Background: an optimization exercise with open tools, aiming at small area and few clock cycles per item. Do not read the settings as production practice.
Where RTL was checked, it was by simulation tests only, not by an equivalence proof against the original.
No driver is modelled on the clock port, so clock power and skew are understated where the tree is cut down; a real chip needs a root buffer or a tree.
Power and IR drop assume default switching activity.

==> flow/design.v <==
module IS42S16320D(
  input            ipClk,  
  input            ipReset,
  input      [24:0]ipAddress,
  input      [ 1:0]ipByteEnable,
  output reg       opWaitRequest,
  input      [15:0]ipWriteData,
  input            ipWrite,
  input            ipRead,
  output reg [15:0]opReadData,
  output reg       opReadDataValid,
  output           opCKE,
  output reg       opnCS,
  output reg       opnRAS,
  output reg       opnCAS,
  output reg       opnWE,
  output reg [12:0]opA,
  output reg [ 1:0]opBA,
  output reg [ 1:0]opDQM,
  output reg [15:0]opDQ,
  output reg       opDQ_en,
  input      [15:0]ipDQ
);
assign opCKE = 1'b1;
reg [ 9:0]RefreshCount;
reg [ 4:0]InitCount;     
reg [ 1:0]RasWait;       
reg [ 3:0]BankOpen;
reg [ 3:0]BankCur;       
reg [12:0]RowOpen;
reg [ 3:0]ReadPipe;      
wire Tick     = &RefreshCount;
wire Window   = ~|RefreshCount[9:5] & ~(RefreshCount[4] & |RefreshCount[3:0]);
wire Slot5    = ~|RefreshCount[9:4] & (RefreshCount[3:0] == 4'd5);
wire Slot11   = ~|RefreshCount[9:4] & (RefreshCount[3:0] == 4'd11);
wire Ready    = InitCount[4];
wire InitRef  = InitCount[3] & (InitCount[2] ^ (InitCount[1] & InitCount[0]));
wire InitMRS  = ~InitCount[4] & (&InitCount[3:0]);
wire Active   = InitRef | InitMRS | Ready;
wire Request  = ipRead | ipWrite;
wire [1:0]Bank = ipAddress[11:10];
wire RowHit   = ipAddress[24:12] == RowOpen;
wire AnyOpen  = |BankOpen;
wire BankHit  = BankCur[Bank] & RowHit;
wire Busy     = &RasWait;
wire Serve    = Ready & ~Window & Request & ~Busy;
wire WriteOk  = ~ReadPipe[2] & ~ReadPipe[3] & (~ReadPipe[0] | &ipByteEnable);
wire NeedPre  = Serve & BankOpen[Bank] & ~BankHit;
wire DoRW     = Serve & BankHit & (ipRead | WriteOk);
wire DoAct    = Serve & ~BankOpen[Bank];
wire DoPre    = ((Active & Window & AnyOpen & ~Busy) | NeedPre) & ~|RasWait;
wire [3:0]Stale   = BankOpen & ~BankCur;
wire [1:0]StaleBank = {~Stale[0] & ~Stale[1], ~Stale[0] & (Stale[1] | ~Stale[2])};
wire DoPreS   = Ready & Busy & |Stale;
wire DoRef    = (InitRef | Ready) & (Slot5 | Slot11);
wire DoMRS    = InitMRS & Slot5;
always @(*) begin
  opWaitRequest   = ~DoRW & (Request | ~Ready);
  opReadData      = ipDQ;
  opReadDataValid = ReadPipe[2];
  opnCS  = 1'b0;
  opnRAS = ~(DoAct | DoPre | DoPreS | DoRef | DoMRS);
  opnCAS = ~(DoRW | DoRef | DoMRS);
  opnWE  = ~((DoRW & ipWrite) | DoPre | DoPreS | DoMRS);
  opBA        = DoPreS ? StaleBank : Bank & {2{Ready}};
  opA[12:11]  = ipAddress[24:23] & {2{Ready}};
  opA[10]     = DoPre | (DoAct & ipAddress[22]);
  opA[ 9: 0]  = ~Ready  ? 10'h030 :
                BankHit ? ipAddress[9:0] : ipAddress[21:12];
  opDQ    = ipWriteData;
  opDQM   = ~ipByteEnable & {2{~ReadPipe[0]}};
  opDQ_en = ipWrite & ~ReadPipe[2] & ~ReadPipe[3];
end
always @(posedge ipClk) begin
  if(ipReset) begin
    InitCount    <= 0;
    BankOpen     <= 4'hF;  
  end else begin
    if(Tick & ~Ready) InitCount <= InitCount + 1'b1;
    if(DoPre) begin
      BankOpen <= 4'h0;
      BankCur  <= 4'h0;
    end else if(DoPreS) begin
      BankOpen[StaleBank] <= 1'b0;
    end else if(DoAct) begin
      BankOpen[Bank] <= 1'b1;
      if(RowHit) BankCur[Bank] <= 1'b1;
      else       BankCur       <= 4'h1 << Bank;
    end
  end
  RefreshCount <= RefreshCount + 1'b1;
  if(DoAct | DoPre)        RasWait <= 2'd3;
  else if(DoRW & ipWrite)  RasWait <= 2'd1;
  else if(|RasWait)        RasWait <= RasWait - 1'b1;
  ReadPipe <= {ReadPipe[2:0], DoRW & ipRead};
  if(DoAct) RowOpen <= ipAddress[24:12];
end
endmodule
==> flow/config.mk <==
export PLATFORM = sky130hd
export DESIGN_NAME = IS42S16320D
export DESIGN_NICKNAME = IS42S16320D
export VERILOG_FILES = /design/flow/design.v
export SDC_FILE = /design/flow/constraint.sdc
export NUM_CORES = 4
export LEC_CHECK = 0
export CAP_MARGIN = 20
export CORE_MARGIN = 2
export CORE_UTILIZATION = 40
export SLEW_MARGIN = 20
==> flow/constraint.sdc <==
create_clock -name core_clock -period 10.0 [get_ports {ipClk}]
set_input_delay 2.0000 -clock core_clock [delete_from_list [all_inputs] [get_ports {ipClk}]]
set_output_delay 2.0000 -clock core_clock [all_outputs]
set_load 0.01 [all_outputs]
standard.sh (not shown) runs the stock make flow with config.mk's settings and CLKGATE_MAP_FILE= SYNTH_SCRIPT=/design/flow/synth_recipe.tcl, a recipe that flattens the netlist after the stock synthesis.
==> flow/flow/run.sh <==
#!/bin/bash
# Standard ORFS layout with these changes:
# - synthesis maps logic with an area-oriented ABC script (flow/abc_area.script);
#   everything else in synthesis is the standard script (registers unchanged);
# - the synthesized logic is set to its smallest drive strengths before
#   floorplan (flow/downsize.tcl); the flow's repair steps size up as needed;
# - port buffers use the smallest buffer;
# - CTS without dummy loads; the clock port drives the leaf clock buffers
#   directly (flow/noroot.tcl).
set -euo pipefail
here=$(cd "$(dirname "$0")" && pwd)
work=$(pwd)
rm -rf "$work/scripts_abc"
cp -r "$FLOW_HOME/scripts" "$work/scripts_abc"
cp "$here/abc_area.script" "$work/scripts_abc/abc_speed.script"
export SCRIPTS_DIR="$work/scripts_abc"
export BUFFER_PORTS_ARGS="-buffer_cell sky130_fd_sc_hd__buf_1"
export PRE_FLOORPLAN_TCL="$here/downsize.tcl"
export CTS_ARGS="-sink_clustering_enable -repair_clock_nets -dont_use_dummy_load -sink_clustering_size 50 -sink_clustering_max_diameter 1000 -sink_clustering_levels 1"
export POST_CTS_TCL="$here/noroot.tcl"
bash standard.sh > standard.log 2>&1
Other scripts of this flow, unchanged in this note and not shown: flow/flow/abc_area.script, flow/flow/downsize.tcl, flow/flow/noroot.tcl
Testbench counts at the start, summed over its fixed seeds: cycles 61,009, items 24,000.
Rerun with:
--- a/flow/design.v
+++ b/flow/design.v
@@ -26,13 +26,13 @@
 reg [ 4:0]InitCount;     
 reg [ 1:0]RasWait;       
 reg [ 3:0]BankOpen;
 reg [ 3:0]BankCur;       
 reg [12:0]RowOpen;
 reg [ 3:0]ReadPipe;      
-wire Tick     = &RefreshCount;
+wire Tick     = ~RefreshCount[9] & (&RefreshCount[8:0]);
 wire Window   = ~|RefreshCount[9:5] & ~(RefreshCount[4] & |RefreshCount[3:0]);
 wire Slot5    = ~|RefreshCount[9:4] & (RefreshCount[3:0] == 4'd5);
 wire Slot11   = ~|RefreshCount[9:4] & (RefreshCount[3:0] == 4'd11);
 wire Ready    = InitCount[4];
 wire InitRef  = InitCount[3] & (InitCount[2] ^ (InitCount[1] & InitCount[0]));
 wire InitMRS  = ~InitCount[4] & (&InitCount[3:0]);
@@ -45,13 +45,13 @@
 wire Busy     = &RasWait;
 wire Serve    = Ready & ~Window & Request & ~Busy;
 wire WriteOk  = ~ReadPipe[2] & ~ReadPipe[3] & (~ReadPipe[0] | &ipByteEnable);
 wire NeedPre  = Serve & BankOpen[Bank] & ~BankHit;
 wire DoRW     = Serve & BankHit & (ipRead | WriteOk);
 wire DoAct    = Serve & ~BankOpen[Bank];
-wire DoPre    = ((Active & Window & AnyOpen & ~Busy) | NeedPre) & ~|RasWait;
+wire DoPre    = ((Active & Window & AnyOpen) | NeedPre) & ~|RasWait;
 wire [3:0]Stale   = BankOpen & ~BankCur;
 wire [1:0]StaleBank = {~Stale[0] & ~Stale[1], ~Stale[0] & (Stale[1] | ~Stale[2])};
 wire DoPreS   = Ready & Busy & |Stale;
 wire DoRef    = (InitRef | Ready) & (Slot5 | Slot11);
 wire DoMRS    = InitMRS & Slot5;
 always @(*) begin
@@ -61,15 +61,15 @@
   opnCS  = 1'b0;
   opnRAS = ~(DoAct | DoPre | DoPreS | DoRef | DoMRS);
   opnCAS = ~(DoRW | DoRef | DoMRS);
   opnWE  = ~((DoRW & ipWrite) | DoPre | DoPreS | DoMRS);
   opBA        = DoPreS ? StaleBank : Bank & {2{Ready}};
   opA[12:11]  = ipAddress[24:23] & {2{Ready}};
-  opA[10]     = DoPre | (DoAct & ipAddress[22]);
-  opA[ 9: 0]  = ~Ready  ? 10'h030 :
-                BankHit ? ipAddress[9:0] : ipAddress[21:12];
+  opA[10]     = DoPre | (Ready & ~BankOpen[Bank] & ipAddress[22]);
+  opA[ 9: 0]  = ~Ready         ? 10'h030 :
+                BankOpen[Bank] ? ipAddress[9:0] : ipAddress[21:12];
   opDQ    = ipWriteData;
   opDQM   = ~ipByteEnable & {2{~ReadPipe[0]}};
   opDQ_en = ipWrite & ~ReadPipe[2] & ~ReadPipe[3];
 end
 always @(posedge ipClk) begin
   if(ipReset) begin
Final area came out higher slightly.
Hold slack stays flat.
Worst setup slack gets better by 1.1 ns.
Via count barely changes.
Global-route usage drops by 0.26 points.
Fmax increases by about a fifth.
Function not checked in the second run of this note: the RTL went through the layout flow alone.

v6:
IS42S16320D, a different RTL version from the one above (not shown whole).
For scale: roughly 250 cells after synthesis, about 120 I/O pins.
==> flow/design.v (excerpt) <==
module IS42S16320D(
  input            ipClk,  
  input            ipReset,
  input      [24:0]ipAddress,
  input      [ 1:0]ipByteEnable,
  output reg       opWaitRequest,
  input      [15:0]ipWriteData,
  input            ipWrite,
  input            ipRead,
  output reg [15:0]opReadData,
  output reg       opReadDataValid,
  output           opCKE,
  output reg       opnCS,
  output reg       opnRAS,
  output reg       opnCAS,
  output reg       opnWE,
  output reg [12:0]opA,
  output reg [ 1:0]opBA,
  output reg [ 1:0]opDQM,
  output reg [15:0]opDQ,
  output reg       opDQ_en,
  input      [15:0]ipDQ
);
==> module IS42S16320D, before the edit <==
module IS42S16320D(
  input            ipClk,  
  input            ipReset,
  input      [24:0]ipAddress,
  input      [ 1:0]ipByteEnable,
  output reg       opWaitRequest,
  input      [15:0]ipWriteData,
  input            ipWrite,
  input            ipRead,
  output reg [15:0]opReadData,
  output reg       opReadDataValid,
  output           opCKE,
  output reg       opnCS,
  output reg       opnRAS,
  output reg       opnCAS,
  output reg       opnWE,
  output reg [12:0]opA,
  output reg [ 1:0]opBA,
  output reg [ 1:0]opDQM,
  output reg [15:0]opDQ,
  output reg       opDQ_en,
  input      [15:0]ipDQ
);
assign opCKE = 1'b1;
reg [ 9:0]RefreshCount;
reg [ 4:0]InitCount;     
reg [ 1:0]RasWait;       
reg [ 3:0]BankOpen;
reg [ 3:0]BankCur;       
reg [12:0]RowOpen;
reg [ 3:0]ReadPipe;      
wire Tick     = &RefreshCount;
wire Window   = ~|RefreshCount[9:5] & ~(RefreshCount[4] & |RefreshCount[3:0]);
wire Slot5    = ~|RefreshCount[9:4] & (RefreshCount[3:0] == 4'd5);
wire Slot11   = ~|RefreshCount[9:4] & (RefreshCount[3:0] == 4'd11);
wire Ready    = InitCount[4];
wire InitRef  = InitCount[3] & (InitCount[2] ^ (InitCount[1] & InitCount[0]));
wire InitMRS  = ~InitCount[4] & (&InitCount[3:0]);
wire Active   = InitRef | InitMRS | Ready;
wire Request  = ipRead | ipWrite;
wire [1:0]Bank = ipAddress[11:10];
wire RowHit   = ipAddress[24:12] == RowOpen;
wire AnyOpen  = |BankOpen;
wire BankHit  = BankCur[Bank] & RowHit;
wire Busy     = &RasWait;
wire Serve    = Ready & ~Window & Request & ~Busy;
wire WriteOk  = ~ReadPipe[2] & ~ReadPipe[3] & (~ReadPipe[0] | &ipByteEnable);
wire NeedPre  = Serve & BankOpen[Bank] & ~BankHit;
wire DoRW     = Serve & BankHit & (ipRead | WriteOk);
wire DoAct    = Serve & ~BankOpen[Bank];
wire DoPre    = ((Active & Window & AnyOpen & ~Busy) | NeedPre) & ~|RasWait;
wire DoRef    = (InitRef | Ready) & (Slot5 | Slot11);
wire DoMRS    = InitMRS & Slot5;
always @(*) begin
  opWaitRequest   = ~DoRW & (Request | ~Ready);
  opReadData      = ipDQ;
  opReadDataValid = ReadPipe[2];
  opnCS  = 1'b0;
  opnRAS = ~(DoAct | DoPre | DoRef | DoMRS);
  opnCAS = ~(DoRW | DoRef | DoMRS);
  opnWE  = ~((DoRW & ipWrite) | DoPre | DoMRS);
  opBA        = Bank & {2{Ready}};
  opA[12:11]  = ipAddress[24:23] & {2{Ready}};
  opA[10]     = DoPre | (Ready & ~BankOpen[Bank] & ipAddress[22]);
  opA[ 9: 0]  = ~Ready  ? 10'h030 :
                BankHit ? ipAddress[9:0] : ipAddress[21:12];
  opDQ    = ipWriteData;
  opDQM   = ~ipByteEnable & {2{~ReadPipe[0]}};
  opDQ_en = ipWrite & ~ReadPipe[2] & ~ReadPipe[3];
end
always @(posedge ipClk) begin
  if(ipReset) begin
    InitCount    <= 0;
    BankOpen     <= 4'hF;  
  end else begin
    if(Tick & ~Ready) InitCount <= InitCount + 1'b1;
    if(DoPre) begin
      BankOpen <= 4'h0;
      BankCur  <= 4'h0;
    end else if(DoAct) begin
      BankOpen[Bank] <= 1'b1;
      if(RowHit) BankCur[Bank] <= 1'b1;
      else       BankCur       <= 4'h1 << Bank;
    end
  end
  RefreshCount <= RefreshCount + 1'b1;
  if(DoAct | DoPre)        RasWait <= 2'd3;
  else if(DoRW & ipWrite)  RasWait <= 2'd1;
  else if(|RasWait)        RasWait <= RasWait - 1'b1;
  ReadPipe <= {ReadPipe[2:0], DoRW & ipRead};
  if(DoAct) RowOpen <= ipAddress[24:12];
end
endmodule
==> flow/config.mk <==
export PLATFORM = sky130hd
export DESIGN_NAME = IS42S16320D
export DESIGN_NICKNAME = IS42S16320D
export VERILOG_FILES = /design/flow/design.v
export SDC_FILE = /design/flow/constraint.sdc
export NUM_CORES = 4
export LEC_CHECK = 0
export CAP_MARGIN = 20
export CORE_MARGIN = 2
export CORE_UTILIZATION = 40
export SLEW_MARGIN = 20
==> flow/constraint.sdc <==
create_clock -name core_clock -period 10.0 [get_ports {ipClk}]
set_input_delay 2.0000 -clock core_clock [delete_from_list [all_inputs] [get_ports {ipClk}]]
set_output_delay 2.0000 -clock core_clock [all_outputs]
set_load 0.01 [all_outputs]
==> flow/flow/abc_area.script <==
strash
dch -f
amap
topo
==> flow/flow/downsize.tcl <==
# Before floorplan: set every combinational cell to its smallest drive
# strength; the flow's own repair steps size up what timing, slew or
# capacitance then needs.
set n 0
foreach inst [get_cells *] {
  set cell [get_property $inst ref_name]
  if {![regexp {^(sky130_fd_sc_hd__[a-z0-9]+)_([0-9]+)$} $cell -> base drv]} { continue }
  if {[string match "*__df*" $base] || [string match "*__edf*" $base] || [string match "*__sdf*" $base] || [string match "*__dl*" $base] || [string match "*clk*" $base] || [string match "*conb*" $base]} { continue }
  if {$drv <= 1} { continue }
  set lc [get_lib_cells -quiet */${base}_1]
  if {[llength $lc] == 0} { continue }
  if {[get_property [lindex $lc 0] dont_use]} { continue }
  replace_cell $inst [lindex $lc 0]
  incr n
}
puts "downsize.tcl: $n cells set to drive strength 1"
==> flow/flow/noroot.tcl <==
set block [ord::get_db_block]
set pnet [$block findNet ipClk]
set its [$pnet getITerms]
if {[llength $its] == 1} {
  set root [[lindex $its 0] getInst]
  set rnet [[$root findITerm X] getNet]
  set loads {}
  set ok 1
  foreach it [$rnet getITerms] {
    set inst [$it getInst]
    if {$inst == $root} { continue }
    if {![string match "sky130_fd_sc_hd__clkbuf_*" [[$inst getMaster] getName]]} { set ok 0 }
    lappend loads $it
  }
  if {$ok && [llength $loads] <= 4} {
    set m4 [[ord::get_db] findMaster sky130_fd_sc_hd__clkbuf_4]
    foreach it $loads {
      $it disconnect
      $it connect $pnet
      [$it getInst] swapMaster $m4
    }
    [lindex $its 0] disconnect
    odb::dbInst_destroy $root
    odb::dbNet_destroy $rnet
    puts "noroot.tcl: removed root buffer; port drives [llength $loads] clock buffers"
  } else {
    puts "noroot.tcl: root kept"
  }
}
Scripts as last shown in full above: flow/flow/run.sh
Changes in v7 relative to v6:
-- flow/design.v --
<<< v6, line 24
assign opCKE = 1'b1;
reg [ 9:0]RefreshCount;
reg [ 4:0]InitCount;     
reg [ 1:0]RasWait;       
reg [ 3:0]BankOpen;
>>> v7, line 24
assign opCKE = 1'b1;
reg [ 9:0]RefreshCount;
reg [ 3:0]InitCount;     
reg       Busy;          
reg [ 1:0]RasWait;       
reg [ 3:0]BankOpen;
<<< v6, line 34
wire Slot5    = ~|RefreshCount[9:4] & (RefreshCount[3:0] == 4'd5);
wire Slot11   = ~|RefreshCount[9:4] & (RefreshCount[3:0] == 4'd11);
wire Ready    = InitCount[4];
wire InitRef  = InitCount[3] & (InitCount[2] ^ (InitCount[1] & InitCount[0]));
wire InitMRS  = ~InitCount[4] & (&InitCount[3:0]);
wire Active   = InitRef | InitMRS | Ready;
wire Request  = ipRead | ipWrite;
wire [1:0]Bank = ipAddress[11:10];
>>> v7, line 35
wire Slot5    = ~|RefreshCount[9:4] & (RefreshCount[3:0] == 4'd5);
wire Slot11   = ~|RefreshCount[9:4] & (RefreshCount[3:0] == 4'd11);
wire Slot17   = ~|RefreshCount[9:5] & (RefreshCount[4:0] == 5'd17);
wire Ready    = &InitCount;
wire Active   = InitCount[3] & (InitCount[2] | (InitCount[1] & InitCount[0]));
wire InitRef  = Active & ~Ready;
wire InitMRS  = (InitCount == 4'd14);
wire Request  = ipRead | ipWrite;
wire [1:0]Bank = ipAddress[11:10];
<<< v6, line 43
wire AnyOpen  = |BankOpen;
wire BankHit  = BankCur[Bank] & RowHit;
wire Busy     = &RasWait;
wire Serve    = Ready & ~Window & Request & ~Busy;
wire WriteOk  = ~ReadPipe[2] & ~ReadPipe[3] & (~ReadPipe[0] | &ipByteEnable);
>>> v7, line 45
wire AnyOpen  = |BankOpen;
wire BankHit  = BankCur[Bank] & RowHit;
wire Serve    = Ready & ~Window & Request & ~Busy;
wire WriteOk  = ~ReadPipe[2] & ~ReadPipe[3] & (~ReadPipe[0] | &ipByteEnable);
<<< v6, line 51
wire DoPre    = ((Active & Window & AnyOpen & ~Busy) | NeedPre) & ~|RasWait;
wire DoRef    = (InitRef | Ready) & (Slot5 | Slot11);
wire DoMRS    = InitMRS & Slot5;
always @(*) begin
  opWaitRequest   = ~DoRW & (Request | ~Ready);
>>> v7, line 52
wire DoPre    = ((Active & Window & AnyOpen & ~Busy) | NeedPre) & ~|RasWait;
wire DoRef    = (InitRef | Ready) & (Slot5 | Slot11);
wire DoMRS    = InitMRS & Slot17;
always @(*) begin
  opWaitRequest   = ~DoRW & (Request | ~Ready);
<<< v6, line 63
  opA[12:11]  = ipAddress[24:23] & {2{Ready}};
  opA[10]     = DoPre | (Ready & ~BankOpen[Bank] & ipAddress[22]);
  opA[ 9: 0]  = ~Ready  ? 10'h030 :
                BankHit ? ipAddress[9:0] : ipAddress[21:12];
  opDQ    = ipWriteData;
  opDQM   = ~ipByteEnable & {2{~ReadPipe[0]}};
>>> v7, line 64
  opA[12:11]  = ipAddress[24:23] & {2{Ready}};
  opA[10]     = DoPre | (Ready & ~BankOpen[Bank] & ipAddress[22]);
  opA[ 9: 0]  = BankHit ? ipAddress[9:0] : ipAddress[21:12];
  if(~Ready) {opA[8:4], opA[2:0]} = 8'b00011000;  
  opDQ    = ipWriteData;
  opDQM   = ~ipByteEnable & {2{~ReadPipe[0]}};
<<< v6, line 85
  end
  RefreshCount <= RefreshCount + 1'b1;
  if(DoAct | DoPre)        RasWait <= 2'd3;
  else if(DoRW & ipWrite)  RasWait <= 2'd1;
  else if(|RasWait)        RasWait <= RasWait - 1'b1;
>>> v7, line 86
  end
  RefreshCount <= RefreshCount + 1'b1;
  Busy <= DoAct | DoPre;
  if(DoAct)                RasWait <= 2'd3;
  else if(DoRW & ipWrite)  RasWait <= 2'd1;
  else if(|RasWait)        RasWait <= RasWait - 1'b1;
Findings:
v6 → v7: switching share of power moved down, total of fill cells in the finished design shrank by 3.7%. Going from v6 to v7, last weighted congestion value of the routability-driven placer -0.87%; source-to-sink clock delay at the later pin of the worst-skew pair ~0 delta; setup slack on the worst flop-to-flop path -0.32 ns. | instance count on the critical path | higher: v7 |.
No functional check of the RTL was part of any run of this note.

## static timing again, ports no longer ideal
The flow's constraints put no driver on any port. The routed layouts listed below were extracted and timed again, unchanged, in two steps. Step 1 sets driving cells, clkbuf_16 on the clock port and buf_2 on the other inputs (assumed; they add their load-dependent delay and slew). Step 2 times the ports against the registers' clock, not the clock port: input delays grow and output delays shrink by t, the midpoint of the rising clock arrivals with the driver on. Three values: ideal, step 1, step 2; two values: the first two.
| run | shift t [ns] | setup WS [ns] | hold WS [ns] | worst register clock-pin slew, ns |
|---|---|---|---|---|
| the first run of note 1 | 0.201 | 2.673 / 2.650 / 2.650 | 0.335 / 0.335 / 0.335 | 0.11 / 0.11 |
| the second run of note 1 | 0.193 | 3.738 / 3.718 / 3.718 | 0.334 / 0.334 / 0.334 | 0.09 / 0.09 |
| v6 | 0.208 | 3.112 / 3.092 / 3.092 | 0.340 / 0.340 / 0.340 | 0.12 / 0.12 |
| v7 | 0.210 | 2.694 / 2.668 / 2.668 | 0.342 / 0.342 / 0.342 | 0.12 / 0.12 |
After both steps every run listed still meets setup and hold. The setup slack of v7, which loses most, moves by -0.026 ns with the drivers and by -0.026 ns with both steps.
